Background: an optimization exercise with open tools, aiming at small area. Do not read the settings as production practice. Function was checked by simulation only, so behaviour that the tests miss may differ from the original. Power and IR drop assume default switching activity.

==> flow/design.v <==
module Fc_Lane (
    input clk,
    input rstn,
    input ena,
    input ena_add,
    input pv,
    input sel0,
    input sel1,
    input sel2,
    input hold_q,
    input [7:0] in_data,
    input [7:0] weight,
    input [7:0] bias,
    output [7:0] result
);
reg [7:0] d;
reg [7:0] w;
always @( posedge clk ) begin
    d <= in_data;
    w <= weight;
end
wire [7:0] dg = d & {8{pv}};
wire [7:0] bs = bias;
reg [23:0] acc;
reg [23:0] b;
reg [23:0] r;
reg [7:0] q;
reg [7:0] s1;
reg [7:0] s2;
wire [23:0] acc_n;
wire [23:0] b_n;
wire [7:0] q_n;
    wire pp0 = dg[0] & w[0];
    wire pp1 = dg[0] & w[1];
    wire pp2 = dg[0] & w[2];
    wire pp3 = dg[0] & w[3];
    wire pp4 = dg[0] & w[4];
    wire pp5 = dg[0] & w[5];
    wire pp6 = dg[0] & w[6];
    wire pn7 = ~(dg[0] & w[7]);
    wire pp8 = dg[1] & w[0];
    wire pp9 = dg[1] & w[1];
    wire pp10 = dg[1] & w[2];
    wire pp11 = dg[1] & w[3];
    wire pp12 = dg[1] & w[4];
    wire pp13 = dg[1] & w[5];
    wire pp14 = dg[1] & w[6];
    wire pn15 = ~(dg[1] & w[7]);
    wire pp16 = dg[2] & w[0];
    wire pp17 = dg[2] & w[1];
    wire pp18 = dg[2] & w[2];
    wire pp19 = dg[2] & w[3];
    wire pp20 = dg[2] & w[4];
    wire pp21 = dg[2] & w[5];
    wire pp22 = dg[2] & w[6];
    wire pn23 = ~(dg[2] & w[7]);
    wire pp24 = dg[3] & w[0];
    wire pp25 = dg[3] & w[1];
    wire pp26 = dg[3] & w[2];
    wire pp27 = dg[3] & w[3];
    wire pp28 = dg[3] & w[4];
    wire pp29 = dg[3] & w[5];
    wire pp30 = dg[3] & w[6];
    wire pn31 = ~(dg[3] & w[7]);
    wire pp32 = dg[4] & w[0];
    wire pp33 = dg[4] & w[1];
    wire pp34 = dg[4] & w[2];
    wire pp35 = dg[4] & w[3];
    wire pp36 = dg[4] & w[4];
    wire pp37 = dg[4] & w[5];
    wire pp38 = dg[4] & w[6];
    wire pn39 = ~(dg[4] & w[7]);
    wire pp40 = dg[5] & w[0];
    wire pp41 = dg[5] & w[1];
    wire pp42 = dg[5] & w[2];
    wire pp43 = dg[5] & w[3];
    wire pp44 = dg[5] & w[4];
    wire pp45 = dg[5] & w[5];
    wire pp46 = dg[5] & w[6];
    wire pn47 = ~(dg[5] & w[7]);
    wire pp48 = dg[6] & w[0];
    wire pp49 = dg[6] & w[1];
    wire pp50 = dg[6] & w[2];
    wire pp51 = dg[6] & w[3];
    wire pp52 = dg[6] & w[4];
    wire pp53 = dg[6] & w[5];
    wire pp54 = dg[6] & w[6];
    wire pn55 = ~(dg[6] & w[7]);
    wire pp56 = dg[7] & w[0];
    wire pp57 = dg[7] & w[1];
    wire pp58 = dg[7] & w[2];
    wire pp59 = dg[7] & w[3];
    wire pp60 = dg[7] & w[4];
    wire pp61 = dg[7] & w[5];
    wire pp62 = dg[7] & w[6];
    wire pn63 = ~(dg[7] & w[7]);
    wire ag64 = acc[0] & ena_add;
    wire ag65 = acc[1] & ena_add;
    wire ag66 = acc[2] & ena_add;
    wire ag67 = acc[3] & ena_add;
    wire ag68 = acc[4] & ena_add;
    wire ag69 = acc[5] & ena_add;
    wire ag70 = acc[6] & ena_add;
    wire ag71 = acc[7] & ena_add;
    wire ag72 = acc[8] & ena_add;
    wire ag73 = acc[9] & ena_add;
    wire ag74 = acc[10] & ena_add;
    wire ag75 = acc[11] & ena_add;
    wire ag76 = acc[12] & ena_add;
    wire ag77 = acc[13] & ena_add;
    wire ag78 = acc[14] & ena_add;
    wire ag79 = acc[15] & ena_add;
    wire ag80 = acc[16] & ena_add;
    wire ag81 = acc[17] & ena_add;
    wire ag82 = acc[18] & ena_add;
    wire ag83 = acc[19] & ena_add;
    wire ag84 = acc[20] & ena_add;
    wire ag85 = acc[21] & ena_add;
    wire ag86 = acc[22] & ena_add;
    wire ag87 = acc[23] & ena_add;
    wire s88 = 1'b1 ^ pn7;
    wire c89 = 1'b1 & pn7;
    wire s90 = pp12 ^ pp19;
    wire c91 = pp12 & pp19;
    wire s92 = pp13 ^ pp20 ^ pp27;
    wire c93 = (pp13 & pp20) | (pp27 & (pp13 ^ pp20));
    wire s94 = pp34 ^ pp41;
    wire c95 = pp34 & pp41;
    wire s96 = pp14 ^ pp21 ^ pp28;
    wire c97 = (pp14 & pp21) | (pp28 & (pp14 ^ pp21));
    wire s98 = pp35 ^ pp42 ^ pp49;
    wire c99 = (pp35 & pp42) | (pp49 & (pp35 ^ pp42));
    wire s100 = pp56 ^ s88;
    wire c101 = pp56 & s88;
    wire s102 = pn15 ^ pp22 ^ pp29;
    wire c103 = (pn15 & pp22) | (pp29 & (pn15 ^ pp22));
    wire s104 = pp36 ^ pp43 ^ pp50;
    wire c105 = (pp36 & pp43) | (pp50 & (pp36 ^ pp43));
    wire s106 = pp57 ^ c89 ^ ag72;
    wire c107 = (pp57 & c89) | (ag72 & (pp57 ^ c89));
    wire s108 = pn23 ^ pp30 ^ pp37;
    wire c109 = (pn23 & pp30) | (pp37 & (pn23 ^ pp30));
    wire s110 = pp44 ^ pp51 ^ pp58;
    wire c111 = (pp44 & pp51) | (pp58 & (pp44 ^ pp51));
    wire s112 = pn31 ^ pp38 ^ pp45;
    wire c113 = (pn31 & pp38) | (pp45 & (pn31 ^ pp38));
    wire s114 = pp10 ^ pp17;
    wire c115 = pp10 & pp17;
    wire s116 = pp11 ^ pp18 ^ pp25;
    wire c117 = (pp11 & pp18) | (pp25 & (pp11 ^ pp18));
    wire s118 = pp32 ^ pp4;
    wire c119 = pp32 & pp4;
    wire s120 = pp26 ^ pp33 ^ pp40;
    wire c121 = (pp26 & pp33) | (pp40 & (pp26 ^ pp33));
    wire s122 = pp5 ^ s90 ^ ag69;
    wire c123 = (pp5 & s90) | (ag69 & (pp5 ^ s90));
    wire s124 = pp48 ^ pp6 ^ c91;
    wire c125 = (pp48 & pp6) | (c91 & (pp48 ^ pp6));
    wire s126 = s94 ^ s92 ^ ag70;
    wire c127 = (s94 & s92) | (ag70 & (s94 ^ s92));
    wire s128 = c95 ^ c93 ^ s96;
    wire c129 = (c95 & c93) | (s96 & (c95 ^ c93));
    wire s130 = s98 ^ s100 ^ ag71;
    wire c131 = (s98 & s100) | (ag71 & (s98 ^ s100));
    wire s132 = c97 ^ c99 ^ s102;
    wire c133 = (c97 & c99) | (s102 & (c97 ^ c99));
    wire s134 = s104 ^ c101 ^ s106;
    wire c135 = (s104 & c101) | (s106 & (s104 ^ c101));
    wire s136 = c103 ^ c105 ^ s108;
    wire c137 = (c103 & c105) | (s108 & (c103 ^ c105));
    wire s138 = s110 ^ ag73 ^ c107;
    wire c139 = (s110 & ag73) | (c107 & (s110 ^ ag73));
    wire s140 = pp52 ^ pp59 ^ c109;
    wire c141 = (pp52 & pp59) | (c109 & (pp52 ^ pp59));
    wire s142 = c111 ^ s112 ^ ag74;
    wire c143 = (c111 & s112) | (ag74 & (c111 ^ s112));
    wire s144 = pn39 ^ pp46 ^ pp53;
    wire c145 = (pn39 & pp46) | (pp53 & (pn39 ^ pp46));
    wire s146 = pp60 ^ c113 ^ ag75;
    wire c147 = (pp60 & c113) | (ag75 & (pp60 ^ c113));
    wire s148 = pn47 ^ pp54 ^ pp61;
    wire c149 = (pn47 & pp54) | (pp61 & (pn47 ^ pp54));
    wire s150 = pp16 ^ pp2;
    wire c151 = pp16 & pp2;
    wire s152 = pp24 ^ pp3 ^ s114;
    wire c153 = (pp24 & pp3) | (s114 & (pp24 ^ pp3));
    wire s154 = c115 ^ s118 ^ s116;
    wire c155 = (c115 & s118) | (s116 & (c115 ^ s118));
    wire s156 = c119 ^ c117 ^ s120;
    wire c157 = (c119 & c117) | (s120 & (c119 ^ c117));
    wire s158 = c121 ^ s124 ^ c123;
    wire c159 = (c121 & s124) | (c123 & (c121 ^ s124));
    wire s160 = c125 ^ s128 ^ c127;
    wire c161 = (c125 & s128) | (c127 & (c125 ^ s128));
    wire s162 = c129 ^ s132 ^ c131;
    wire c163 = (c129 & s132) | (c131 & (c129 ^ s132));
    wire s164 = c133 ^ s136 ^ c135;
    wire c165 = (c133 & s136) | (c135 & (c133 ^ s136));
    wire s166 = c137 ^ s140 ^ s142;
    wire c167 = (c137 & s140) | (s142 & (c137 ^ s140));
    wire s168 = s144 ^ c141 ^ c143;
    wire c169 = (s144 & c141) | (c143 & (s144 ^ c141));
    wire s170 = c145 ^ s148 ^ ag76;
    wire c171 = (c145 & s148) | (ag76 & (c145 ^ s148));
    wire s172 = pn55 ^ pp62 ^ c149;
    wire c173 = (pn55 & pp62) | (c149 & (pn55 ^ pp62));
    wire s174 = pp1 ^ pp8;
    wire c175 = pp1 & pp8;
    wire s176 = pp9 ^ s150 ^ ag66;
    wire c177 = (pp9 & s150) | (ag66 & (pp9 ^ s150));
    wire s178 = c151 ^ s152 ^ ag67;
    wire c179 = (c151 & s152) | (ag67 & (c151 ^ s152));
    wire s180 = c153 ^ s154 ^ ag68;
    wire c181 = (c153 & s154) | (ag68 & (c153 ^ s154));
    wire s182 = c155 ^ s156 ^ s122;
    wire c183 = (c155 & s156) | (s122 & (c155 ^ s156));
    wire s184 = c157 ^ s126 ^ s158;
    wire c185 = (c157 & s126) | (s158 & (c157 ^ s126));
    wire s186 = s130 ^ c159 ^ s160;
    wire c187 = (s130 & c159) | (s160 & (s130 ^ c159));
    wire s188 = c161 ^ s162 ^ s134;
    wire c189 = (c161 & s162) | (s134 & (c161 ^ s162));
    wire s190 = c163 ^ s138 ^ s164;
    wire c191 = (c163 & s138) | (s164 & (c163 ^ s138));
    wire s192 = c139 ^ s166 ^ c165;
    wire c193 = (c139 & s166) | (c165 & (c139 ^ s166));
    wire s194 = s146 ^ c167 ^ s168;
    wire c195 = (s146 & c167) | (s168 & (s146 ^ c167));
    wire s196 = c147 ^ s170 ^ c169;
    wire c197 = (c147 & s170) | (c169 & (c147 ^ s170));
    wire s198 = s172 ^ ag77 ^ c171;
    wire c199 = (s172 & ag77) | (c171 & (s172 ^ ag77));
    wire s200 = pn63 ^ c173 ^ ag78;
    wire c201 = (pn63 & c173) | (ag78 & (pn63 ^ c173));
    wire s202 = 1'b1 ^ ag79;
    wire c203 = 1'b1 & ag79;
    wire s204 = 1'b1 ^ ag80;
    wire c205 = 1'b1 & ag80;
    wire s206 = 1'b1 ^ ag81;
    wire c207 = 1'b1 & ag81;
    wire s208 = 1'b1 ^ ag82;
    wire c209 = 1'b1 & ag82;
    wire s210 = 1'b1 ^ ag83;
    wire c211 = 1'b1 & ag83;
    wire s212 = 1'b1 ^ ag84;
    wire c213 = 1'b1 & ag84;
    wire s214 = 1'b1 ^ ag85;
    wire c215 = 1'b1 & ag85;
    wire s216 = 1'b1 ^ ag86;
    wire c217 = 1'b1 & ag86;
    wire s218 = 1'b1 ^ ag87;
    wire c219 = 1'b1 & ag87;
    wire s220 = pp0 ^ ag64;
    wire c221 = pp0 & ag64;
    wire s222 = s174 ^ ag65;
    wire c223 = s174 & ag65;
    wire s224 = c175 ^ s176;
    wire c225 = c175 & s176;
    wire s226 = c177 ^ s178;
    wire c227 = c177 & s178;
    wire s228 = c179 ^ s180;
    wire c229 = c179 & s180;
    wire s230 = c181 ^ s182;
    wire c231 = c181 & s182;
    wire s232 = c183 ^ s184;
    wire c233 = c183 & s184;
    wire s234 = c185 ^ s186;
    wire c235 = c185 & s186;
    wire s236 = c187 ^ s188;
    wire c237 = c187 & s188;
    wire s238 = c189 ^ s190;
    wire c239 = c189 & s190;
    wire s240 = c191 ^ s192;
    wire c241 = c191 & s192;
    wire s242 = c193 ^ s194;
    wire c243 = c193 & s194;
    wire s244 = c195 ^ s196;
    wire c245 = c195 & s196;
    wire s246 = c197 ^ s198;
    wire c247 = c197 & s198;
    wire s248 = c199 ^ s200;
    wire c249 = c199 & s200;
    wire s250 = c201 ^ s202;
    wire c251 = c201 & s202;
    wire s252 = c203 ^ s204;
    wire c253 = c203 & s204;
    wire s254 = c205 ^ s206;
    wire c255 = c205 & s206;
    wire s256 = c207 ^ s208;
    wire c257 = c207 & s208;
    wire s258 = c209 ^ s210;
    wire c259 = c209 & s210;
    wire s260 = c211 ^ s212;
    wire c261 = c211 & s212;
    wire s262 = c213 ^ s214;
    wire c263 = c213 & s214;
    wire s264 = c215 ^ s216;
    wire c265 = c215 & s216;
    wire s266 = c217 ^ s218;
    wire c267 = c217 & s218;
    wire g268 = c223 | (s222 & c221);
    wire p269 = s222 & s220;
    wire g270 = c227 | (s226 & c225);
    wire p271 = s226 & s224;
    wire g272 = c231 | (s230 & c229);
    wire p273 = s230 & s228;
    wire g274 = c235 | (s234 & c233);
    wire p275 = s234 & s232;
    wire g276 = c239 | (s238 & c237);
    wire p277 = s238 & s236;
    wire g278 = c243 | (s242 & c241);
    wire p279 = s242 & s240;
    wire g280 = c247 | (s246 & c245);
    wire p281 = s246 & s244;
    wire g282 = c251 | (s250 & c249);
    wire p283 = s250 & s248;
    wire g284 = c255 | (s254 & c253);
    wire p285 = s254 & s252;
    wire g286 = c259 | (s258 & c257);
    wire p287 = s258 & s256;
    wire g288 = c263 | (s262 & c261);
    wire p289 = s262 & s260;
    wire g290 = c267 | (s266 & c265);
    wire p291 = s266 & s264;
    wire g292 = g270 | (p271 & g268);
    wire p293 = p271 & p269;
    wire g294 = g274 | (p275 & g272);
    wire p295 = p275 & p273;
    wire g296 = g278 | (p279 & g276);
    wire p297 = p279 & p277;
    wire g298 = g282 | (p283 & g280);
    wire p299 = p283 & p281;
    wire g300 = g286 | (p287 & g284);
    wire p301 = p287 & p285;
    wire g302 = g290 | (p291 & g288);
    wire p303 = p291 & p289;
    wire g304 = g294 | (p295 & g292);
    wire p305 = p295 & p293;
    wire g306 = g298 | (p299 & g296);
    wire p307 = p299 & p297;
    wire g308 = g302 | (p303 & g300);
    wire p309 = p303 & p301;
    wire g310 = g306 | (p307 & g304);
    wire p311 = p307 & p305;
    wire g312 = g308 | (p309 & g310);
    wire p313 = p309 & p311;
    wire g314 = g296 | (p297 & g304);
    wire p315 = p297 & p305;
    wire g316 = g300 | (p301 & g310);
    wire p317 = p301 & p311;
    wire g318 = g272 | (p273 & g292);
    wire p319 = p273 & p293;
    wire g320 = g276 | (p277 & g304);
    wire p321 = p277 & p305;
    wire g322 = g280 | (p281 & g314);
    wire p323 = p281 & p315;
    wire g324 = g284 | (p285 & g310);
    wire p325 = p285 & p311;
    wire g326 = g288 | (p289 & g316);
    wire p327 = p289 & p317;
    wire g328 = c225 | (s224 & g268);
    wire p329 = s224 & p269;
    wire g330 = c229 | (s228 & g292);
    wire p331 = s228 & p293;
    wire g332 = c233 | (s232 & g318);
    wire p333 = s232 & p319;
    wire g334 = c237 | (s236 & g304);
    wire p335 = s236 & p305;
    wire g336 = c241 | (s240 & g320);
    wire p337 = s240 & p321;
    wire g338 = c245 | (s244 & g314);
    wire p339 = s244 & p315;
    wire g340 = c249 | (s248 & g322);
    wire p341 = s248 & p323;
    wire g342 = c253 | (s252 & g310);
    wire p343 = s252 & p311;
    wire g344 = c257 | (s256 & g324);
    wire p345 = s256 & p325;
    wire g346 = c261 | (s260 & g316);
    wire p347 = s260 & p317;
    wire g348 = c265 | (s264 & g326);
    wire p349 = s264 & p327;
    wire s350 = s222 ^ c221;
    wire s351 = s224 ^ g268;
    wire s352 = s226 ^ g328;
    wire s353 = s228 ^ g292;
    wire s354 = s230 ^ g330;
    wire s355 = s232 ^ g318;
    wire s356 = s234 ^ g332;
    wire s357 = s236 ^ g304;
    wire s358 = s238 ^ g334;
    wire s359 = s240 ^ g320;
    wire s360 = s242 ^ g336;
    wire s361 = s244 ^ g314;
    wire s362 = s246 ^ g338;
    wire s363 = s248 ^ g322;
    wire s364 = s250 ^ g340;
    wire s365 = s252 ^ g310;
    wire s366 = s254 ^ g342;
    wire s367 = s256 ^ g324;
    wire s368 = s258 ^ g344;
    wire s369 = s260 ^ g316;
    wire s370 = s262 ^ g346;
    wire s371 = s264 ^ g326;
    wire s372 = s266 ^ g348;
    assign acc_n = {s372, s371, s370, s369, s368, s367, s366, s365, s364, s363, s362, s361, s360, s359, s358, s357, s356, s355, s354, s353, s352, s351, s350, s220};
    wire s373 = acc[0] ^ bs[0];
    wire c374 = acc[0] & bs[0];
    wire s375 = acc[1] ^ bs[1];
    wire c376 = acc[1] & bs[1];
    wire s377 = acc[2] ^ bs[2];
    wire c378 = acc[2] & bs[2];
    wire s379 = acc[3] ^ bs[3];
    wire c380 = acc[3] & bs[3];
    wire s381 = acc[4] ^ bs[4];
    wire c382 = acc[4] & bs[4];
    wire s383 = acc[5] ^ bs[5];
    wire c384 = acc[5] & bs[5];
    wire s385 = acc[6] ^ bs[6];
    wire c386 = acc[6] & bs[6];
    wire s387 = acc[7] ^ bs[7];
    wire c388 = acc[7] & bs[7];
    wire g389 = c376 | (s375 & c374);
    wire p390 = s375 & s373;
    wire g391 = c380 | (s379 & c378);
    wire p392 = s379 & s377;
    wire g393 = c384 | (s383 & c382);
    wire p394 = s383 & s381;
    wire g395 = c388 | (s387 & c386);
    wire p396 = s387 & s385;
    wire g397 = c378 | (s377 & g389);
    wire p398 = s377 & p390;
    wire g399 = g391 | (p392 & g389);
    wire p400 = p392 & p390;
    wire g401 = c386 | (s385 & g393);
    wire p402 = s385 & p394;
    wire g403 = g395 | (p396 & g393);
    wire p404 = p396 & p394;
    wire g405 = c382 | (s381 & g399);
    wire p406 = s381 & p400;
    wire g407 = g393 | (p394 & g399);
    wire p408 = p394 & p400;
    wire g409 = g401 | (p402 & g399);
    wire p410 = p402 & p400;
    wire g411 = g403 | (p404 & g399);
    wire p412 = p404 & p400;
    wire s413 = s375 ^ c374;
    wire s414 = s377 ^ g389;
    wire s415 = s379 ^ g397;
    wire s416 = s381 ^ g399;
    wire s417 = s383 ^ g405;
    wire s418 = s385 ^ g407;
    wire s419 = s387 ^ g409;
    wire inc420 = g411 & ~bs[7];
    wire dec421 = ~g411 & bs[7];
    wire s422 = acc[8] ^ (inc420 | dec421);
    wire s423 = acc[9] ^ ((inc420 & acc[8]) | (dec421 & ~acc[8]));
    wire on424 = acc[8] & acc[9];
    wire ze425 = ~acc[8] & ~acc[9];
    wire s426 = acc[10] ^ ((inc420 & on424) | (dec421 & ze425));
    wire on427 = on424 & acc[10];
    wire ze428 = ze425 & ~acc[10];
    wire s429 = acc[11] ^ ((inc420 & on427) | (dec421 & ze428));
    wire on430 = on427 & acc[11];
    wire ze431 = ze428 & ~acc[11];
    wire s432 = acc[12] ^ ((inc420 & on430) | (dec421 & ze431));
    wire on433 = on430 & acc[12];
    wire ze434 = ze431 & ~acc[12];
    wire s435 = acc[13] ^ ((inc420 & on433) | (dec421 & ze434));
    wire on436 = on433 & acc[13];
    wire ze437 = ze434 & ~acc[13];
    wire s438 = acc[14] ^ ((inc420 & on436) | (dec421 & ze437));
    wire on439 = on436 & acc[14];
    wire ze440 = ze437 & ~acc[14];
    wire s441 = acc[15] ^ ((inc420 & on439) | (dec421 & ze440));
    wire on442 = on439 & acc[15];
    wire ze443 = ze440 & ~acc[15];
    wire s444 = acc[16] ^ ((inc420 & on442) | (dec421 & ze443));
    wire on445 = on442 & acc[16];
    wire ze446 = ze443 & ~acc[16];
    wire s447 = acc[17] ^ ((inc420 & on445) | (dec421 & ze446));
    wire on448 = on445 & acc[17];
    wire ze449 = ze446 & ~acc[17];
    wire s450 = acc[18] ^ ((inc420 & on448) | (dec421 & ze449));
    wire on451 = on448 & acc[18];
    wire ze452 = ze449 & ~acc[18];
    wire s453 = acc[19] ^ ((inc420 & on451) | (dec421 & ze452));
    wire on454 = on451 & acc[19];
    wire ze455 = ze452 & ~acc[19];
    wire s456 = acc[20] ^ ((inc420 & on454) | (dec421 & ze455));
    wire on457 = on454 & acc[20];
    wire ze458 = ze455 & ~acc[20];
    wire s459 = acc[21] ^ ((inc420 & on457) | (dec421 & ze458));
    wire on460 = on457 & acc[21];
    wire ze461 = ze458 & ~acc[21];
    wire s462 = acc[22] ^ ((inc420 & on460) | (dec421 & ze461));
    wire on463 = on460 & acc[22];
    wire ze464 = ze461 & ~acc[22];
    wire s465 = acc[23] ^ ((inc420 & on463) | (dec421 & ze464));
    wire on466 = on463 & acc[23];
    wire ze467 = ze464 & ~acc[23];
    assign b_n = {s465, s462, s459, s456, s453, s450, s447, s444, s441, s438, s435, s432, s429, s426, s423, s422, s419, s418, s417, s416, s415, s414, s413, s373};
    wire m468 = sel0 & r[0];
    wire m469 = (sel0 & r[0]);
    wire m470 = sel0 & r[1];
    wire m471 = (sel0 & r[1]);
    wire m472 = sel0 & r[2];
    wire m473 = (sel0 & r[2]) | (sel1 & r[0]);
    wire m474 = sel0 & r[3];
    wire m475 = (sel1 & r[0]);
    wire m476 = (sel0 & r[3]) | (sel1 & r[1]);
    wire m477 = sel0 & r[4];
    wire m478 = (sel1 & r[1]) | (sel2 & r[0]);
    wire m479 = (sel0 & r[4]) | (sel1 & r[2]);
    wire m480 = sel0 & r[5];
    wire m481 = (sel0 & r[0]) | (sel1 & r[2]) | (sel2 & r[1]);
    wire m482 = (sel0 & r[5]) | (sel1 & r[3]);
    wire m483 = sel0 & r[6];
    wire m484 = (sel0 & r[1]) | (sel1 & r[3]) | (sel2 & r[2]);
    wire m485 = (sel0 & r[6]) | (sel1 & r[4]);
    wire m486 = sel0 & r[7];
    wire m487 = (sel0 & r[2]) | (sel1 & r[4]) | (sel2 & r[3]);
    wire m488 = (sel0 & r[7]) | (sel1 & r[5]);
    wire m489 = sel0 & r[8];
    wire m490 = (sel0 & r[3]) | (sel1 & r[5]) | (sel2 & r[4]);
    wire m491 = (sel0 & r[8]) | (sel1 & r[6]);
    wire m492 = sel0 & r[9];
    wire m493 = (sel0 & r[4]) | (sel1 & r[6]) | (sel2 & r[5]);
    wire m494 = (sel0 & r[9]) | (sel1 & r[7]);
    wire m495 = sel0 & r[10];
    wire m496 = (sel0 & r[5]) | (sel1 & r[7]) | (sel2 & r[6]);
    wire m497 = (sel0 & r[10]) | (sel1 & r[8]);
    wire m498 = sel0 & r[11];
    wire m499 = (sel0 & r[6]) | (sel1 & r[8]) | (sel2 & r[7]);
    wire m500 = (sel0 & r[11]) | (sel1 & r[9]);
    wire m501 = sel0 & r[12];
    wire m502 = (sel0 & r[7]) | (sel1 & r[9]) | (sel2 & r[8]);
    wire m503 = (sel0 & r[12]) | (sel1 & r[10]);
    wire m504 = sel0 & r[13];
    wire m505 = (sel0 & r[8]) | (sel1 & r[10]) | (sel2 & r[9]);
    wire m506 = (sel0 & r[13]) | (sel1 & r[11]);
    wire m507 = sel0 & r[14];
    wire m508 = (sel0 & r[9]) | (sel1 & r[11]) | (sel2 & r[10]);
    wire m509 = (sel0 & r[14]) | (sel1 & r[12]);
    wire m510 = sel0 & r[15];
    wire m511 = (sel0 & r[10]) | (sel1 & r[12]) | (sel2 & r[11]);
    wire m512 = (sel0 & r[15]) | (sel1 & r[13]);
    wire m513 = sel0 & r[16];
    wire m514 = (sel0 & r[11]) | (sel1 & r[13]) | (sel2 & r[12]);
    wire m515 = (sel0 & r[16]) | (sel1 & r[14]);
    wire m516 = sel0 & r[17];
    wire m517 = (sel0 & r[12]) | (sel1 & r[14]) | (sel2 & r[13]);
    wire m518 = (sel0 & r[17]) | (sel1 & r[15]);
    wire m519 = sel0 & r[18];
    wire m520 = (sel0 & r[13]) | (sel1 & r[15]) | (sel2 & r[14]);
    wire m521 = (sel0 & r[18]) | (sel1 & r[16]);
    wire m522 = sel0 & r[19];
    wire m523 = (sel0 & r[14]) | (sel1 & r[16]) | (sel2 & r[15]);
    wire m524 = (sel0 & r[19]) | (sel1 & r[17]);
    wire m525 = sel0 & r[20];
    wire m526 = (sel0 & r[15]) | (sel1 & r[17]) | (sel2 & r[16]);
    wire m527 = (sel0 & r[20]) | (sel1 & r[18]);
    wire m528 = sel0 & r[21];
    wire m529 = (sel0 & r[16]) | (sel1 & r[18]) | (sel2 & r[17]);
    wire m530 = (sel0 & r[21]) | (sel1 & r[19]);
    wire m531 = sel0 & r[22];
    wire m532 = (sel0 & r[17]) | (sel1 & r[19]) | (sel2 & r[18]);
    wire m533 = (sel0 & r[22]) | (sel1 & r[20]);
    wire s534 = r[0] ^ r[5];
    wire c535 = r[0] & r[5];
    wire s536 = r[1] ^ r[6] ^ m487;
    wire c537 = (r[1] & r[6]) | (m487 & (r[1] ^ r[6]));
    wire s538 = r[2] ^ r[7] ^ m490;
    wire c539 = (r[2] & r[7]) | (m490 & (r[2] ^ r[7]));
    wire s540 = r[3] ^ r[8] ^ m493;
    wire c541 = (r[3] & r[8]) | (m493 & (r[3] ^ r[8]));
    wire s542 = r[4] ^ r[9] ^ m496;
    wire c543 = (r[4] & r[9]) | (m496 & (r[4] ^ r[9]));
    wire s544 = r[10] ^ r[5] ^ m499;
    wire c545 = (r[10] & r[5]) | (m499 & (r[10] ^ r[5]));
    wire s546 = r[11] ^ r[6] ^ m502;
    wire c547 = (r[11] & r[6]) | (m502 & (r[11] ^ r[6]));
    wire s548 = r[12] ^ r[7] ^ m505;
    wire c549 = (r[12] & r[7]) | (m505 & (r[12] ^ r[7]));
    wire s550 = 1'b1 ^ r[13] ^ r[8];
    wire c551 = (1'b1 & r[13]) | (r[8] & (1'b1 ^ r[13]));
    wire s552 = m508 ^ m509;
    wire c553 = m508 & m509;
    wire s554 = r[14] ^ r[9] ^ m511;
    wire c555 = (r[14] & r[9]) | (m511 & (r[14] ^ r[9]));
    wire s556 = m512 ^ m513;
    wire c557 = m512 & m513;
    wire s558 = r[10] ^ r[15] ^ m514;
    wire c559 = (r[10] & r[15]) | (m514 & (r[10] ^ r[15]));
    wire s560 = m515 ^ m516;
    wire c561 = m515 & m516;
    wire s562 = r[11] ^ r[16] ^ m517;
    wire c563 = (r[11] & r[16]) | (m517 & (r[11] ^ r[16]));
    wire s564 = m518 ^ m519;
    wire c565 = m518 & m519;
    wire s566 = r[12] ^ r[17] ^ m520;
    wire c567 = (r[12] & r[17]) | (m520 & (r[12] ^ r[17]));
    wire s568 = m521 ^ m522;
    wire c569 = m521 & m522;
    wire s570 = r[13] ^ r[18] ^ m523;
    wire c571 = (r[13] & r[18]) | (m523 & (r[13] ^ r[18]));
    wire s572 = m524 ^ m525;
    wire c573 = m524 & m525;
    wire s574 = r[14] ^ r[19] ^ m526;
    wire c575 = (r[14] & r[19]) | (m526 & (r[14] ^ r[19]));
    wire s576 = m527 ^ m528;
    wire c577 = m527 & m528;
    wire s578 = r[15] ^ r[20] ^ m529;
    wire c579 = (r[15] & r[20]) | (m529 & (r[15] ^ r[20]));
    wire s580 = m530 ^ m531;
    wire c581 = m530 & m531;
    wire s582 = r[16] ^ r[21] ^ m532;
    wire c583 = (r[16] & r[21]) | (m532 & (r[16] ^ r[21]));
    wire s584 = r[2] ^ m475;
    wire c585 = r[2] & m475;
    wire s586 = r[3] ^ m478 ^ m479;
    wire c587 = (r[3] & m478) | (m479 & (r[3] ^ m478));
    wire s588 = r[4] ^ m481 ^ m482;
    wire c589 = (r[4] & m481) | (m482 & (r[4] ^ m481));
    wire s590 = s534 ^ m484 ^ m485;
    wire c591 = (s534 & m484) | (m485 & (s534 ^ m484));
    wire s592 = c535 ^ m488 ^ m489;
    wire c593 = (c535 & m488) | (m489 & (c535 ^ m488));
    wire s594 = m491 ^ m492 ^ c537;
    wire c595 = (m491 & m492) | (c537 & (m491 ^ m492));
    wire s596 = m494 ^ m495 ^ c539;
    wire c597 = (m494 & m495) | (c539 & (m494 ^ m495));
    wire s598 = m497 ^ m498 ^ c541;
    wire c599 = (m497 & m498) | (c541 & (m497 ^ m498));
    wire s600 = m500 ^ m501 ^ c543;
    wire c601 = (m500 & m501) | (c543 & (m500 ^ m501));
    wire s602 = m503 ^ m504 ^ c545;
    wire c603 = (m503 & m504) | (c545 & (m503 ^ m504));
    wire s604 = m506 ^ m507 ^ c547;
    wire c605 = (m506 & m507) | (c547 & (m506 ^ m507));
    wire s606 = s550 ^ m510 ^ s552;
    wire c607 = (s550 & m510) | (s552 & (s550 ^ m510));
    wire s608 = c551 ^ c553 ^ s556;
    wire c609 = (c551 & c553) | (s556 & (c551 ^ c553));
    wire s610 = c557 ^ s560 ^ c555;
    wire c611 = (c557 & s560) | (c555 & (c557 ^ s560));
    wire s612 = c561 ^ s564 ^ c559;
    wire c613 = (c561 & s564) | (c559 & (c561 ^ s564));
    wire s614 = c565 ^ s568 ^ c563;
    wire c615 = (c565 & s568) | (c563 & (c565 ^ s568));
    wire s616 = c569 ^ s572 ^ c567;
    wire c617 = (c569 & s572) | (c567 & (c569 ^ s572));
    wire s618 = c573 ^ s576 ^ c571;
    wire c619 = (c573 & s576) | (c571 & (c573 ^ s576));
    wire s620 = c577 ^ s580 ^ c575;
    wire c621 = (c577 & s580) | (c575 & (c577 ^ s580));
    wire s622 = m533 ^ c581 ^ c579;
    wire c623 = (m533 & c581) | (c579 & (m533 ^ c581));
    wire s624 = r[0] ^ m471;
    wire c625 = r[0] & m471;
    wire s626 = r[1] ^ m473 ^ m474;
    wire c627 = (r[1] & m473) | (m474 & (r[1] ^ m473));
    wire s628 = m476 ^ m477 ^ s584;
    wire c629 = (m476 & m477) | (s584 & (m476 ^ m477));
    wire s630 = m480 ^ c585 ^ s586;
    wire c631 = (m480 & c585) | (s586 & (m480 ^ c585));
    wire s632 = m483 ^ c587 ^ s588;
    wire c633 = (m483 & c587) | (s588 & (m483 ^ c587));
    wire s634 = m486 ^ c589 ^ s590;
    wire c635 = (m486 & c589) | (s590 & (m486 ^ c589));
    wire s636 = c591 ^ s536 ^ s592;
    wire c637 = (c591 & s536) | (s592 & (c591 ^ s536));
    wire s638 = c593 ^ s538 ^ s594;
    wire c639 = (c593 & s538) | (s594 & (c593 ^ s538));
    wire s640 = s540 ^ c595 ^ s596;
    wire c641 = (s540 & c595) | (s596 & (s540 ^ c595));
    wire s642 = s542 ^ c597 ^ s598;
    wire c643 = (s542 & c597) | (s598 & (s542 ^ c597));
    wire s644 = s544 ^ c599 ^ s600;
    wire c645 = (s544 & c599) | (s600 & (s544 ^ c599));
    wire s646 = s546 ^ c601 ^ s602;
    wire c647 = (s546 & c601) | (s602 & (s546 ^ c601));
    wire s648 = s548 ^ c603 ^ s604;
    wire c649 = (s548 & c603) | (s604 & (s548 ^ c603));
    wire s650 = c549 ^ s606 ^ c605;
    wire c651 = (c549 & s606) | (c605 & (c549 ^ s606));
    wire s652 = s554 ^ c607 ^ s608;
    wire c653 = (s554 & c607) | (s608 & (s554 ^ c607));
    wire s654 = s558 ^ c609 ^ s610;
    wire c655 = (s558 & c609) | (s610 & (s558 ^ c609));
    wire s656 = s562 ^ c611 ^ s612;
    wire c657 = (s562 & c611) | (s612 & (s562 ^ c611));
    wire s658 = s566 ^ c613 ^ s614;
    wire c659 = (s566 & c613) | (s614 & (s566 ^ c613));
    wire s660 = s570 ^ c615 ^ s616;
    wire c661 = (s570 & c615) | (s616 & (s570 ^ c615));
    wire s662 = s574 ^ c617 ^ s618;
    wire c663 = (s574 & c617) | (s618 & (s574 ^ c617));
    wire s664 = s578 ^ c619 ^ s620;
    wire c665 = (s578 & c619) | (s620 & (s578 ^ c619));
    wire s666 = s582 ^ c621 ^ s622;
    wire c667 = (s582 & c621) | (s622 & (s582 ^ c621));
    wire s668 = m469 ^ m470;
    wire c669 = m469 & m470;
    wire s670 = s624 ^ m472 ^ c669;
    wire c671 = (s624 & m472) | (c669 & (s624 ^ m472));
    wire s672 = c625 ^ s626 ^ c671;
    wire c673 = (c625 & s626) | (c671 & (c625 ^ s626));
    wire s674 = c627 ^ s628 ^ c673;
    wire c675 = (c627 & s628) | (c673 & (c627 ^ s628));
    wire s676 = c629 ^ s630 ^ c675;
    wire c677 = (c629 & s630) | (c675 & (c629 ^ s630));
    wire s678 = c631 ^ s632 ^ c677;
    wire c679 = (c631 & s632) | (c677 & (c631 ^ s632));
    wire s680 = c633 ^ s634 ^ c679;
    wire c681 = (c633 & s634) | (c679 & (c633 ^ s634));
    wire s682 = c635 ^ s636;
    wire c683 = c635 & s636;
    wire s684 = c637 ^ s638;
    wire c685 = c637 & s638;
    wire s686 = c639 ^ s640;
    wire c687 = c639 & s640;
    wire s688 = c641 ^ s642;
    wire c689 = c641 & s642;
    wire s690 = c643 ^ s644;
    wire c691 = c643 & s644;
    wire s692 = c645 ^ s646;
    wire c693 = c645 & s646;
    wire s694 = c647 ^ s648;
    wire c695 = c647 & s648;
    wire s696 = c649 ^ s650;
    wire c697 = c649 & s650;
    wire s698 = c651 ^ s652;
    wire c699 = c651 & s652;
    wire s700 = c653 ^ s654;
    wire c701 = c653 & s654;
    wire s702 = c655 ^ s656;
    wire c703 = c655 & s656;
    wire s704 = c657 ^ s658;
    wire c705 = c657 & s658;
    wire s706 = c659 ^ s660;
    wire c707 = c659 & s660;
    wire s708 = c661 ^ s662;
    wire c709 = c661 & s662;
    wire s710 = c663 ^ s664;
    wire c711 = c663 & s664;
    wire s712 = c665 ^ s666;
    wire c713 = c665 & s666;
    wire g714 = c683 | (s682 & c681);
    wire g715 = c685 | (s684 & g714);
    wire p716 = s684 & s682;
    wire g717 = c689 | (s688 & c687);
    wire p718 = s688 & s686;
    wire g719 = c693 | (s692 & c691);
    wire p720 = s692 & s690;
    wire g721 = c697 | (s696 & c695);
    wire p722 = s696 & s694;
    wire g723 = c701 | (s700 & c699);
    wire p724 = s700 & s698;
    wire g725 = c705 | (s704 & c703);
    wire p726 = s704 & s702;
    wire g727 = c709 | (s708 & c707);
    wire p728 = s708 & s706;
    wire g729 = c713 | (s712 & c711);
    wire p730 = s712 & s710;
    wire g731 = g717 | (p718 & g715);
    wire p732 = p718 & p716;
    wire g733 = g721 | (p722 & g719);
    wire p734 = p722 & p720;
    wire g735 = g725 | (p726 & g723);
    wire p736 = p726 & p724;
    wire g737 = g729 | (p730 & g727);
    wire p738 = p730 & p728;
    wire g739 = g733 | (p734 & g731);
    wire p740 = p734 & p732;
    wire g741 = g737 | (p738 & g735);
    wire p742 = p738 & p736;
    wire g743 = g741 | (p742 & g739);
    wire p744 = p742 & p740;
    wire g745 = g735 | (p736 & g739);
    wire p746 = p736 & p740;
    wire g747 = g719 | (p720 & g731);
    wire p748 = p720 & p732;
    wire g749 = g723 | (p724 & g739);
    wire p750 = p724 & p740;
    wire g751 = g727 | (p728 & g745);
    wire p752 = p728 & p746;
    wire g753 = c687 | (s686 & g715);
    wire p754 = s686 & p716;
    wire g755 = c691 | (s690 & g731);
    wire p756 = s690 & p732;
    wire g757 = c695 | (s694 & g747);
    wire p758 = s694 & p748;
    wire g759 = c699 | (s698 & g739);
    wire p760 = s698 & p740;
    wire g761 = c703 | (s702 & g749);
    wire p762 = s702 & p750;
    wire g763 = c707 | (s706 & g745);
    wire p764 = s706 & p746;
    wire g765 = c711 | (s710 & g751);
    wire p766 = s710 & p752;
    wire s767 = s682 ^ c681;
    wire s768 = s684 ^ g714;
    wire s769 = s686 ^ g715;
    wire s770 = s688 ^ g753;
    wire s771 = s690 ^ g731;
    wire s772 = s692 ^ g755;
    wire s773 = s694 ^ g747;
    wire s774 = s696 ^ g757;
    wire s775 = s698 ^ g739;
    wire s776 = s700 ^ g759;
    wire s777 = s702 ^ g749;
    wire s778 = s704 ^ g761;
    wire s779 = s706 ^ g745;
    wire s780 = s708 ^ g763;
    wire s781 = s710 ^ g751;
    wire s782 = s712 ^ g765;
    assign q_n = {s782, s781, s780, s779, s778, s777, s776, s775} & {8{~r[23]}};
always @( posedge clk or negedge rstn ) begin
    if ( !rstn ) acc <= '0;
    else acc <= acc_n;
end
always @( posedge clk or negedge rstn ) begin
    if ( !rstn ) begin
        b <= '0;
        r <= '0;
        q <= '0;
        s1 <= '0;
        s2 <= '0;
    end
    else if ( ena ) begin
        b <= b_n;
        r <= b;
        if ( !hold_q ) q <= q_n;
        s1 <= q;
        s2 <= s1;
    end
end
assign result = s2;
endmodule
module Full_Connect #
(
parameter BITWIDTH = 8,
parameter BITWIDTH_CAL = 24,
parameter NUM_PARA = 8
)
(
input clk,
input rstn,
input ena,
input ena_add,
input [1:0] select,
input [ NUM_PARA*BITWIDTH - 1 : 0 ] in_data,  
input [ NUM_PARA*BITWIDTH - 1 : 0 ] weight,  
input [ NUM_PARA*BITWIDTH - 1 : 0 ] bias,  
output [ NUM_PARA*BITWIDTH - 1 : 0 ] result  
);
reg pv;
always @( posedge clk or negedge rstn ) begin
    if ( !rstn ) pv <= 1'b0;
    else pv <= ena;
end
wire sel0 = ~select[1] & ~select[0];
wire sel1 = select[0];
wire sel2 = select[1];
wire hold_q = select[1] & select[0];
genvar i;
generate
for ( i = 0; i < NUM_PARA; i = i + 1 ) begin : lane
    Fc_Lane u (
        .clk(clk), .rstn(rstn), .ena(ena), .ena_add(ena_add), .pv(pv),
        .sel0(sel0), .sel1(sel1), .sel2(sel2), .hold_q(hold_q),
        .in_data(in_data[i*8 +: 8]), .weight(weight[i*8 +: 8]), .bias(bias[i*8 +: 8]),
        .result(result[i*8 +: 8])
    );
end
endgenerate
endmodule
==> flow/flow/run.sh <==
#!/bin/bash
# Own flow: the standard synthesis, then a netlist pass that removes
# inverters by choosing the polarity of full adders and of gates that have an
# inverted twin cell (flow/bubble.py), then the standard layout with
# smaller port buffers and a clock tree without dummy loads.
set -euo pipefail
R=orfs/results/sky130hd/Full_Connect/base
LIB=$FLOW_HOME/platforms/sky130hd/lib/sky130_fd_sc_hd__tt_025C_1v80.lib
bash standard.sh synth > synth.log 2>&1
cp $R/1_2_yosys.v $R/1_2_yosys_std.v
python3 flow/bubble.py $R/1_2_yosys_std.v $R/1_2_yosys.v $LIB > bubble.log 2>&1
touch $R/1_2_yosys.v
bash standard.sh finish \
  "BUFFER_PORTS_ARGS=-buffer_cell sky130_fd_sc_hd__buf_1" \
  "CTS_ARGS=-sink_clustering_enable -repair_clock_nets -sink_clustering_size 25 -sink_clustering_max_diameter 80 -buf_list sky130_fd_sc_hd__clkbuf_16 -dont_use_dummy_load" \
  > finish.log 2>&1
==> flow/flow/bubble.py <==
#!/usr/bin/env python3
"""Remove inverters in a Yosys netlist of sky130hd cells by choosing polarities.

Two kinds of cells can give their output in either polarity:
- fa_1 is self-dual: FA(~a, ~b, ~c) = (~cout, ~sum), so a full adder can be
  computed on complemented inputs, giving complemented outputs, at no cost;
- a single-output gate that has a twin cell with the same inputs and the
  complemented function (nand2/and2, a21oi/a21o, xor2/xnor2, mux2/mux2i, ...)
  can be swapped for that twin, at the difference in area.
The pass picks a polarity for each such cell (simulated annealing on total
area), then rebuilds the inverters: at most one per signal that some pin needs
in the complement of the polarity its driver gives. Registers, ports and the
logic function at every register input and output port are unchanged.

usage: bubble.py IN.v OUT.v LIBERTY
"""
import itertools
import math
import random
import re
import sys

INV = re.compile(r"^sky130_fd_sc_hd__inv_\d+$")
FA = "sky130_fd_sc_hd__fa_1"
OUT_PINS = {"X", "Y", "Q", "Q_N", "SUM", "COUT", "HI", "LO"}
INV_AREA = 3.7536


def read_lib(path):
    t = open(path).read()
    cells = {}
    for m in re.finditer(r'\n    cell \("(sky130_fd_sc_hd__\w+)"\) \{(.*?)\n    \}', t, re.S):
        name, body = m.group(1), m.group(2)
        area = float(re.search(r"\barea : ([\d.]+)", body).group(1))
        ins = []
        outs = []
        for pn, pb in re.findall(r'\n        pin \("(\w+)"\) \{(.*?)\n        \}', body, re.S):
            d = re.search(r'direction : "(\w+)"', pb)
            f = re.search(r'\bfunction : "([^"]*)"', pb)
            if not d:
                continue
            if d.group(1) == "input":
                ins.append(pn)
            elif d.group(1) == "output":
                outs.append((pn, f.group(1) if f else None))
        seq = "ff (" in body or "latch (" in body
        cells[name] = {"area": area, "ins": sorted(ins), "outs": outs, "seq": seq,
                       "dont": "dont_use : true" in body}
    return cells


def truth(func, ins):
    e = func.replace("!", " not ").replace("&", " and ").replace("|", " or ").replace("^", " != ")
    tt = []
    for vals in itertools.product([False, True], repeat=len(ins)):
        env = dict(zip(ins, vals))
        tt.append(bool(eval(e, {}, env)))
    return tuple(tt)


def twins(cells):
    """cell -> (twin cell, twin output pin) with complemented function."""
    bykey = {}
    for n, c in cells.items():
        if c["seq"] or len(c["outs"]) != 1 or c["outs"][0][1] is None or not c["ins"]:
            continue
        if "lpflow" in n or "probe" in n or c["dont"]:
            continue
        if len(c["ins"]) > 6:
            continue
        c["tt"] = truth(c["outs"][0][1], c["ins"])
        bykey.setdefault((tuple(c["ins"]), c["tt"]), []).append(n)
    res = {}
    for n, c in cells.items():
        if "tt" not in c:
            continue
        comp = tuple(not v for v in c["tt"])
        cand = bykey.get((tuple(c["ins"]), comp), [])
        if cand:
            best = min(cand, key=lambda x: cells[x]["area"])
            res[n] = (best, cells[best]["outs"][0][0])
    return res


def parse(text):
    m = re.search(r"^\s*(sky130_fd_sc_hd__\w+)\s", text, re.M)
    head = text[:m.start()]
    body = text[m.start():]
    end = body.rindex("endmodule")
    tail = body[end:]
    body = body[:end]
    cells = []
    for cm in re.finditer(r"(sky130_fd_sc_hd__\w+)\s+(\S+)\s*\((.*?)\);", body, re.S):
        pins = []
        for pm in re.finditer(r"\.(\w+)\(\s*((?:\\\S+\s)|[^()\s]+)\s*\)", cm.group(3)):
            pins.append([pm.group(1), pm.group(2).strip()])
        cells.append({"type": cm.group(1), "name": cm.group(2), "pins": pins})
    return head, cells, tail


def fmt_net(n):
    return n + " " if n.startswith("\\") else n


def main():
    lib = read_lib(sys.argv[3])
    tw = twins(lib)
    text = open(sys.argv[1]).read()
    head, cells, tail = parse(text)
    outputs = set()
    for m in re.finditer(r"^\s*output\s+(\[(\d+):(\d+)\]\s*)?(\S+);", head, re.M):
        if m.group(1):
            for i in range(int(m.group(3)), int(m.group(2)) + 1):
                outputs.add("%s[%d]" % (m.group(4), i))
        else:
            outputs.add(m.group(4))

    inv_of = {}
    for c in cells:
        if INV.match(c["type"]):
            p = dict(c["pins"])
            inv_of[p["Y"]] = p["A"]

    def root(n):
        par = 0
        seen = 0
        while n in inv_of:
            n = inv_of[n]
            par ^= 1
            seen += 1
            assert seen < 1000
        return n, par

    for o in outputs:
        assert o not in inv_of, "output port driven by an inverter: " + o

    others = [c for c in cells if not INV.match(c["type"])]
    var = []          # list of cells
    var_cost = []     # area change when flipped
    out_var = {}      # output net -> var index
    for c in others:
        if c["type"] == FA:
            v = len(var)
            var.append(c)
            var_cost.append(0.0)
            for pin, net in c["pins"]:
                if pin in ("SUM", "COUT"):
                    out_var[net] = v
        elif c["type"] in tw:
            outs = [net for pin, net in c["pins"] if pin in OUT_PINS]
            if len(outs) != 1 or outs[0] in outputs:
                continue
            v = len(var)
            var.append(c)
            var_cost.append(lib[tw[c["type"]][0]]["area"] - lib[c["type"]]["area"])
            out_var[outs[0]] = v
    var_index = {id(c): i for i, c in enumerate(var)}
    is_fa = [c["type"] == FA for c in var]

    cons = []
    for c in others:
        for k, (pin, net) in enumerate(c["pins"]):
            if pin in OUT_PINS:
                continue
            r, par = root(net)
            cons.append((c, k, r, par))
    flip = [0] * len(var)

    def phi(r):
        i = out_var.get(r)
        return flip[i] if i is not None else 0

    cnt = {}
    pins_of_var = [[] for _ in var]
    for j, (c, k, r, par) in enumerate(cons):
        cnt.setdefault(r, [0, 0])
        cnt[r][par] += 1
        i = var_index.get(id(c))
        if i is not None and is_fa[i]:
            pins_of_var[i].append(j)
    for o in outputs:
        cnt.setdefault(o, [0, 0])
        cnt[o][0] += 1
    outs_of_var = [[] for _ in var]
    for net, i in out_var.items():
        outs_of_var[i].append(net)

    def cost(r):
        c = cnt.get(r)
        if not c:
            return 0.0
        return INV_AREA if c[1 - phi(r)] > 0 else 0.0

    def apply_flip(i):
        for j in pins_of_var[i]:
            c, k, r, par = cons[j]
            q = par ^ flip[i]
            cnt[r][q] -= 1
            cnt[r][q ^ 1] += 1
        flip[i] ^= 1

    def flip_delta(i):
        roots = set(outs_of_var[i])
        for j in pins_of_var[i]:
            roots.add(cons[j][2])
        before = sum(cost(r) for r in roots) + (var_cost[i] if flip[i] else 0.0)
        apply_flip(i)
        after = sum(cost(r) for r in roots) + (var_cost[i] if flip[i] else 0.0)
        apply_flip(i)
        return after - before

    def total():
        return sum(cost(r) for r in cnt) + sum(var_cost[i] for i in range(len(var)) if flip[i])

    total0 = total()
    rng = random.Random(1)
    cur = total0
    best = cur
    best_flip = list(flip)
    n_it = 300 * max(1, len(var))
    for it in range(n_it):
        temp = 5.0 * (0.05 / 5.0) ** (it / n_it)
        i = rng.randrange(len(var))
        d = flip_delta(i)
        if d <= 0 or rng.random() < math.exp(-d / temp):
            apply_flip(i)
            cur += d
            if cur < best - 1e-9:
                best = cur
                best_flip = list(flip)
    for i in range(len(var)):
        if flip[i] != best_flip[i]:
            apply_flip(i)
    for it in range(50):
        changed = 0
        for i in range(len(var)):
            if flip_delta(i) < -1e-9:
                apply_flip(i)
                changed += 1
        if not changed:
            break
    total1 = total()

    new_inv = {}
    for j, (c, k, r, par) in enumerate(cons):
        i = var_index.get(id(c))
        q = par ^ (flip[i] if (i is not None and is_fa[i]) else 0)
        if q != phi(r):
            if r not in new_inv:
                new_inv[r] = "_bpinv%d_" % len(new_inv)
            c["pins"][k][1] = new_inv[r]
        else:
            c["pins"][k][1] = r
    nswap = 0
    for i, c in enumerate(var):
        if flip[i] and not is_fa[i]:
            t, opin = tw[c["type"]]
            c["type"] = t
            for p in c["pins"]:
                if p[0] in OUT_PINS:
                    p[0] = opin
            nswap += 1
    for o in outputs:
        assert phi(o) == 0
    out = [head]
    out.append("".join("  wire %s;\n" % n for n in new_inv.values()))
    for c in others:
        out.append("  %s %s (\n%s\n  );\n" % (c["type"], fmt_net(c["name"]),
                   ",\n".join("    .%s(%s)" % (p, fmt_net(n)) for p, n in c["pins"])))
    for r, n in new_inv.items():
        out.append("  sky130_fd_sc_hd__inv_1 %s (\n    .A(%s),\n    .Y(%s)\n  );\n" % (
            n.replace("inv", "invc"), fmt_net(r), n))
    out.append(tail)
    open(sys.argv[2], "w").write("".join(out))
    ninv = sum(1 for c in cells if INV.match(c["type"]))
    nfa = sum(is_fa)
    print("bubble: %d fa (%d flipped), %d twin gates (%d swapped); inverters %d -> %d; area %+.1f" % (
        nfa, sum(f for f, a in zip(flip, is_fa) if a), len(var) - nfa, nswap, ninv, len(new_inv),
        total1 - total0 - 0.0))


if __name__ == "__main__":
    main()
==> flow/standard.sh <==
#!/bin/bash
# synth_recipe.tcl (not shown) runs the flow's synth.tcl, then flattens the netlist and writes it again
# the make line also repeats each setting of config.mk as NAME=value (left out here)
make -C /OpenROAD-flow-scripts/flow DESIGN_CONFIG=/design/flow/config.mk WORK_HOME=/design/flow/orfs CLKGATE_MAP_FILE= SYNTH_SCRIPT=/design/flow/synth_recipe.tcl "${@:-finish}"
==> flow/config.mk <==
export PLATFORM = sky130hd
export DESIGN_NAME = Full_Connect
export DESIGN_NICKNAME = Full_Connect
export VERILOG_FILES = /design/flow/design.v
export SDC_FILE = /design/flow/constraint.sdc
export NUM_CORES = 4
export LEC_CHECK = 0
export ABC_AREA = 1
export CAP_MARGIN = 20
export CORE_MARGIN = 2
export CORE_UTILIZATION = 78
export PLACE_DENSITY = 0.88
export SETUP_SLACK_MARGIN = 0.05
export SLEW_MARGIN = 20
==> flow/constraint.sdc <==
create_clock -name core_clock -period 6.0 [get_ports {clk}]
set_input_delay 1.2000 -clock core_clock [delete_from_list [all_inputs] [get_ports {clk}]]
set_output_delay 1.2000 -clock core_clock [all_outputs]
set_load 0.01 [all_outputs]
==> results of run 1 <==
## area by class of cell
type / count / share of cell area, %
antenna: 6 / 0.0197
tap: 1186 / 1.95
sequential: 897 / 28.6
timing repair buffer: 346 / 2.48
inverter: 985 / 4.87
clock buffer: 51 / 1.68
multi-input combinational: 5516 / 60.4
## per-stage QoR
stage               hold WS [ns]  power (mW)  setup WS (ns)  setup TNS (ns)
floorplan                  0.435        30.1         0.0649               0
global placement           0.448        35.6        -0.0182         -0.0182
detailed placement         0.458        37.8         -0.252           -1.08
CTS                        0.464        41.4          0.102               0
global route               0.490        46.1         0.0141               0
finish                     0.465        41.7          0.238               0
## critical path: cells and delay by family, from the launching register on
| kind | cells | cell delay, ns |
|---|---|---|
| AO/OA/AOI/OAI | 4 | 0.58 |
| buffers and inverters | 2 | 0.43 |
| flip-flops | 1 | 0.52 |
| XOR/XNOR | 1 | 0.17 |
| AND/OR/NAND/NOR | 11 | 1.31 |
| adder cells (fa/ha/maj) | 6 | 2.61 |
## power by group
group,internal (mW),switching [mW]
logic,12.0,15.6
registers,8.33,2.22
clock network,1.51,2.02
## placed cells by master (no fill, tap or decap), types with 13 or more instances in the layout
cell type     n
nand3_1     123
inv_1       980
or2_0        60
o211ai_1     16
dfxtp_1     128
xnor2_1     116
xor2_1      146
a211oi_1     13
a31oi_1      21
buf_12       19
dfrtp_1     768
a21bo_1      26
buf_4        65
ha_1        544
and2_0      233
fa_1        960
a21o_1      115
o22ai_1      74
nand2_2      43
clkbuf_16    52
nor2_1      549
a21oi_1     181
buf_1       256
o21ai_0     563
o221ai_1     26
nand2_1    1554
o21ai_1      26
nor2_2       34
## metal layers
layer | vias to the layer above | track usage, % | share of wire, %
met5 | - | 0 | 0.022
met4 | 6 | 10.7 | 2.9
met3 | 388 | 9.48 | 11
met2 | 2568 | 59.4 | 45
met1 | 27000 | 57.6 | 41
li1 | 24300 | - | -
## state kept, by name (all words and copies together), names as in the netlist
register	cells
lane.u.acc	192
lane.u.r	192
lane.u.w	64
lane.u.q	64
lane.u.b	192
lane.u.s1	64
lane.u.d	64
lane.u.s2	64
pv	1
## worst max path at each step
stage,to,depth (start not counted)
after floorplan,lane[2].u.q[7]$_DFFE_PN0P_,27
after global placement,lane[0].u.acc[23]$_DFF_PN0_,18
after detailed placement,lane[0].u.acc[23]$_DFF_PN0_,18
after CTS,lane[7].u.acc[23]$_DFF_PN0_,24
after global routing,lane[2].u.acc[22]$_DFF_PN0_,23
final,lane[7].u.acc[23]$_DFF_PN0_,24
## repair_timing
action / 4_1_cts / 5_1_grt
setup buffers: 0 / 1
cloned: 0 / 1
endpoints found under the setup margin: 1 / 29
gates resized for setup: 1 / 38
==> results_dict.tcl, run 1 <==
set metrics [dict create \
    cts_sinks 897 \
    multi_input_area_um2 46000 \
    setup_viol 0 \
    clock.fmax_mhz 174 \
    die_w_um 308 \
    num-fill-cells 5526 \
    maxSlewViolCount 0 \
    drt_pre_antenna_iters 6 \
    skew_ns 0.0543 \
    path_common_cell "fa_1" \
    r2r_cells 24 \
    htree_levels 2 \
    critPathMaxFanout 25 \
    insertion_delay_ns 0.69 \
    drt-total-wl_um 180000 \
    area_growth_pct 5.48 \
    critPathKind "reg -> reg" \
    grt_max_degree 228 \
    design_area_um2 76200 \
    crit_start "pv$_DFF_PN0_" \
    crit_arrival_ns 6.35 \
    drive_above_1_share_pct 3.13 \
    synth_area_um2 72200 \
    port_buffers 261 \
    grt_pass1_vias 56000 \
    start_util_pct 78.8 \
    syn_inst 7617 \
    worst_path_largest_cell_delay_ns 0.54 \
    cts-root-buf "clkbuf_16" \
    power_density_nw_per_um2 547 \
    fin_util_pct 83.1 \
    die_y_um 308 \
    drc_errors 0 \
    synthesis.nets 9319 \
    postRouteAntennaNets 0 \
    rows 111 \
    rr_startpoint "pv$_DFF_PN0_" \
    clkTransAtPathRegs_ns 0.10 \
    max_cap_violations 0 \
    cts_made_buffers 51 \
    via_per_inst 6.04 \
    yosysWarnings 2 \
    hold-path-cell-count 2 \
    final_nets 9499 \
    path_cells "buf_12, buf_4, nand2_2, nor2_1, fa_1, fa_1, fa_1, fa_1, ha_1, and2_0, nand2_1, nand2_1, a41oi_2, o21ai_2, nand3_1, nand2_1, nand3_1, nand2_1, nand3_1, nand2_2, a21o_1, a31oi_1, fa_1, xor2_1" \
    status "no timing/DRC/antenna violations" \
    dr_total_vias 54300 \
    grt_pass1_wl_um 292000 \
    worstMarginPinSlew_ns 1.08 \
    hold_viol 0 \
    min_to "lane[5].u.r[7]$_DFFE_PN0P_" \
    hpwl_um 143000 \
    dp_cells 8928 \
    drt_iter0_drc 5894 \
    io_pins 262 \
    reg2reg_to "lane[7].u.acc[23]$_DFF_PN0_" \
    drt-wirelength-per-cell_um 20.1 \
    rsz0062_at_grt "yes" \
    fin_crit_ns 5.76 \
    finalCritPeriodShare_pct 96.0 \
    p_leak_nw 39.7 \
    r2r_setup_slack_ns 0.24 \
    core_um2 91700 \
    ff_latch_area_um2 21800 \
    cts.path.max_buffers 3 \
    cts_tree "built" \
    die-area_um2 95000 \
    min_from "lane[5].u.b[7]$_DFFE_PN0P_" \
    gp_congestion 0.985 \
    grt_antenna_before_repair 13 \
    hold_path.class "reg -> reg" \
    cp.required_ns 6.59 \
    placed_cell_area_um2 74700 \
    cpMaxStageDelayCell "fa_1" \
    gr-total-overflow 0 \
    hold_buffers 0 \
    setup.worst_path.end_class "flop" \
    peakVddDrop_mv 0.426 \
    track_usage_pct 39.2 \
    relSlewSlack_pct 28.1 \
    avgSynthCellArea_um2 9.48 \
    worst_setup_path_start_kind "flop" \
    fin_cells 8987 \
]
==> inputs of run 2 (changes only) <==
--- a/flow/config.mk
+++ b/flow/config.mk
@@ -10,5 +10,4 @@
 export CORE_MARGIN = 2
 export CORE_UTILIZATION = 78
 export PLACE_DENSITY = 0.88
-export SETUP_SLACK_MARGIN = 0.05
 export SLEW_MARGIN = 20
==> results_dict.tcl, run 2 <==
set metrics [dict create \
    hold_buffers 0 \
    hold_path.class "reg -> reg" \
    gr-total-overflow 0 \
    worst_path_largest_cell_delay_ns 0.55 \
    gp_congestion 0.970 \
    avgSynthCellArea_um2 9.48 \
    clkPwrFrac_pct 8.3 \
    clkTransAtPathRegs_ns 0.10 \
    worst_setup_path_start_kind "flop" \
    path_cells "buf_4, clkbuf_16, nand2_1, nor2_1, fa_1, inv_1, fa_1, fa_1, fa_1, ha_1, nand4_1, o21ai_0, nand3_1, o21ai_0, buf_4, nand4_1, o211ai_1, a31oi_1, fa_1, xor2_1" \
    grt_pass1_wl_um 290000 \
    peakVddDrop_mv 0.387 \
    cts-root-buf "clkbuf_16" \
    syn_inst 7617 \
    skew_ns 0.0518 \
    insertion_delay_ns 0.68 \
    die_y_um 308 \
    via_per_inst 6.06 \
    power_density_nw_per_um2 548 \
    drt-total-wl_um 179000 \
    drt_iter0_drc 6123 \
    maxSlewViolCount 0 \
    port_buffers 261 \
    path_common_cell "fa_1" \
    clock.fmax_mhz 174 \
    yosysWarnings 2 \
    crit_start "pv$_DFF_PN0_" \
    htree_levels 2 \
    drt-wirelength-per-cell_um 20.0 \
    rr_startpoint "pv$_DFF_PN0_" \
    critPathMaxFanout 28 \
    min_from "lane[6].u.b[21]$_DFFE_PN0P_" \
    p_sw_mw 19.8 \
    dr_total_vias 54400 \
    worstMarginPinSlew_ns 1.07 \
    max_cap_violations 0 \
    cpMaxStageDelayCell "fa_1" \
    cp.required_ns 6.53 \
    cts_tree "built" \
    core_um2 91700 \
    synth_area_um2 72200 \
    setup_viol 0 \
    grt_antenna_before_repair 10 \
    combPwrFrac_pct 66.3 \
    final_nets 9494 \
    rows 111 \
    grt_pass1_vias 55600 \
    intPower_mw 21.9 \
    status "no timing/DRC/antenna violations" \
    crit_arrival_ns 6.27 \
    finalCritPeriodShare_pct 95.7 \
    drive_above_1_share_pct 2.81 \
    drt_pre_antenna_iters 6 \
    start_util_pct 78.8 \
    p_sw_share_pct 47.4 \
    hpwl_um 142000 \
    num-fill-cells 5546 \
    p_total_mw 41.7 \
    grt_max_degree 237 \
    die-area_um2 95000 \
    setup.worst_path.end_class "flop" \
    p_leak_nw 39.6 \
    postRouteAntennaNets 0 \
    reg_top3 "lane.u.acc (192), lane.u.b (192), lane.u.r (192)" \
    hold_viol 0 \
    die_w_um 308 \
    relSlewSlack_pct 28.5 \
    cts_sinks 897 \
    mostFrequentLayoutCells "nand2_1 (1568), inv_1 (980), fa_1 (960)" \
    drc_errors 0 \
    cts_made_buffers 51 \
    fin_setup_tns_ns 0 \
    io_pins 262 \
    cts.path.max_buffers 3 \
    track_usage_pct 38.9 \
    seqPwrFrac_pct 25.4 \
    area_growth_pct 5.36 \
    fin_crit_ns 5.74 \
    critPathKind "reg -> reg" \
    synthesis.nets 9319 \
    final_common_cell "nand2_1" \
]
[run 2: per-stage QoR]
step                      instances  setup slack, ns  hold slack, ns  utilization, %  area (µm²)
after floorplan                7617          0.00375           0.435               -       72200
after global placement         8923            0.184           0.444            81.5       74700
after detailed placement       8923          -0.0630           0.457            81.5       74700
after CTS                      8974            0.140           0.465            82.9       76000
after global routing           8982         -0.00354           0.485            83.0       76100
final                          8983            0.260           0.469            83.0       76100
[run 2: final timing paths]
path                                          endpoint  slack, ns  cells after the start
max in group asynchronous   lane[3].u.r[2]$_DFFE_PN0P_       3.97                      2
max reg2reg                lane[0].u.acc[23]$_DFF_PN0_       0.26                     20
min                        lane[6].u.r[21]$_DFFE_PN0P_       0.47                      2
min reg2reg                lane[6].u.r[21]$_DFFE_PN0P_       0.47                      2
min in group asynchronous  lane[4].u.r[12]$_DFFE_PN0P_       0.67                      1
max                        lane[0].u.acc[23]$_DFF_PN0_       0.26                     20
[run 2: power groups by stage]
stage,Sequential [mW],Combinational (mW),Clock (mW)
2_1_floorplan,9.83,20.3,0
3_3_place_gp,10.5,25.2,0
3_5_place_dp,10.6,27.2,0
4_1_cts,10.5,27.5,3.52
5_1_grt,10.8,31.4,3.71
6_report,10.6,27.6,3.48
[run 2: area by class of cell]
class,count,area [µm²],share of cell area [%]
diodes,7,17.5,0.0230
clock buffers,51,1280,1.68
inverters,985,3710,4.88
multi-input cells,5516,45900,60.3
flip-flops and latches,897,21800,28.7
well taps,1186,1480,1.95
repair buffers,341,1880,2.47
[run 2: worst max-delay path: cells and delay by family (launching register included)]
| family | cells | cell delay (ns) |
|---|---|---|
| AND/OR/NAND/NOR | 5 | 0.75 |
| AO/OA/AOI/OAI | 4 | 0.87 |
| flip-flops | 1 | 0.44 |
| XOR/XNOR | 1 | 0.17 |
| buffers and inverters | 4 | 0.62 |
| adder cells (fa/ha/maj) | 6 | 2.73 |
[run 2: metal layers]
metal	part of all wire (%)	global-route usage, %
met1	42	57.0
met5	0.022	0
met3	10	8.27
met2	45	60.0
met4	2.8	10.7
[run 2: repair_timing]
item                       in CTS  in global routing
setup buffers                   0                  1
setup endpoints to repair       0                 21
resized for setup               0                 12

[afterwards: timing with drivers on the ports]
In the flow no input, the clock included, has a driving cell. The finished layouts below were timed again as built, in two steps.
Step 1 assumes that a clkbuf_16 drives the clock port and a buf_2 every other input.
Step 2 times the ports against the registers' clock, not the clock port: input delays grow and output delays shrink by t, the midpoint of the rising clock arrivals with the driver on.
Three values: no drivers, after step 1, after step 2; two values: the first two.
| run | shift t [ns] | setup WS [ns] | worst data-port slew with drivers (ns) |
|---|---|---|---|
| run 1 | 0.745 | 0.238 / 0.238 / -0.214 | 0.14 |
| run 2 | 0.726 | 0.260 / 0.260 / -0.127 | 0.10 |
Met with ideal ports but missed after step 2: setup timing in run 1 and run 2. The setup slack of run 1, which loses most, moves by 0.000 ns with the drivers and by -0.452 ns with both steps.
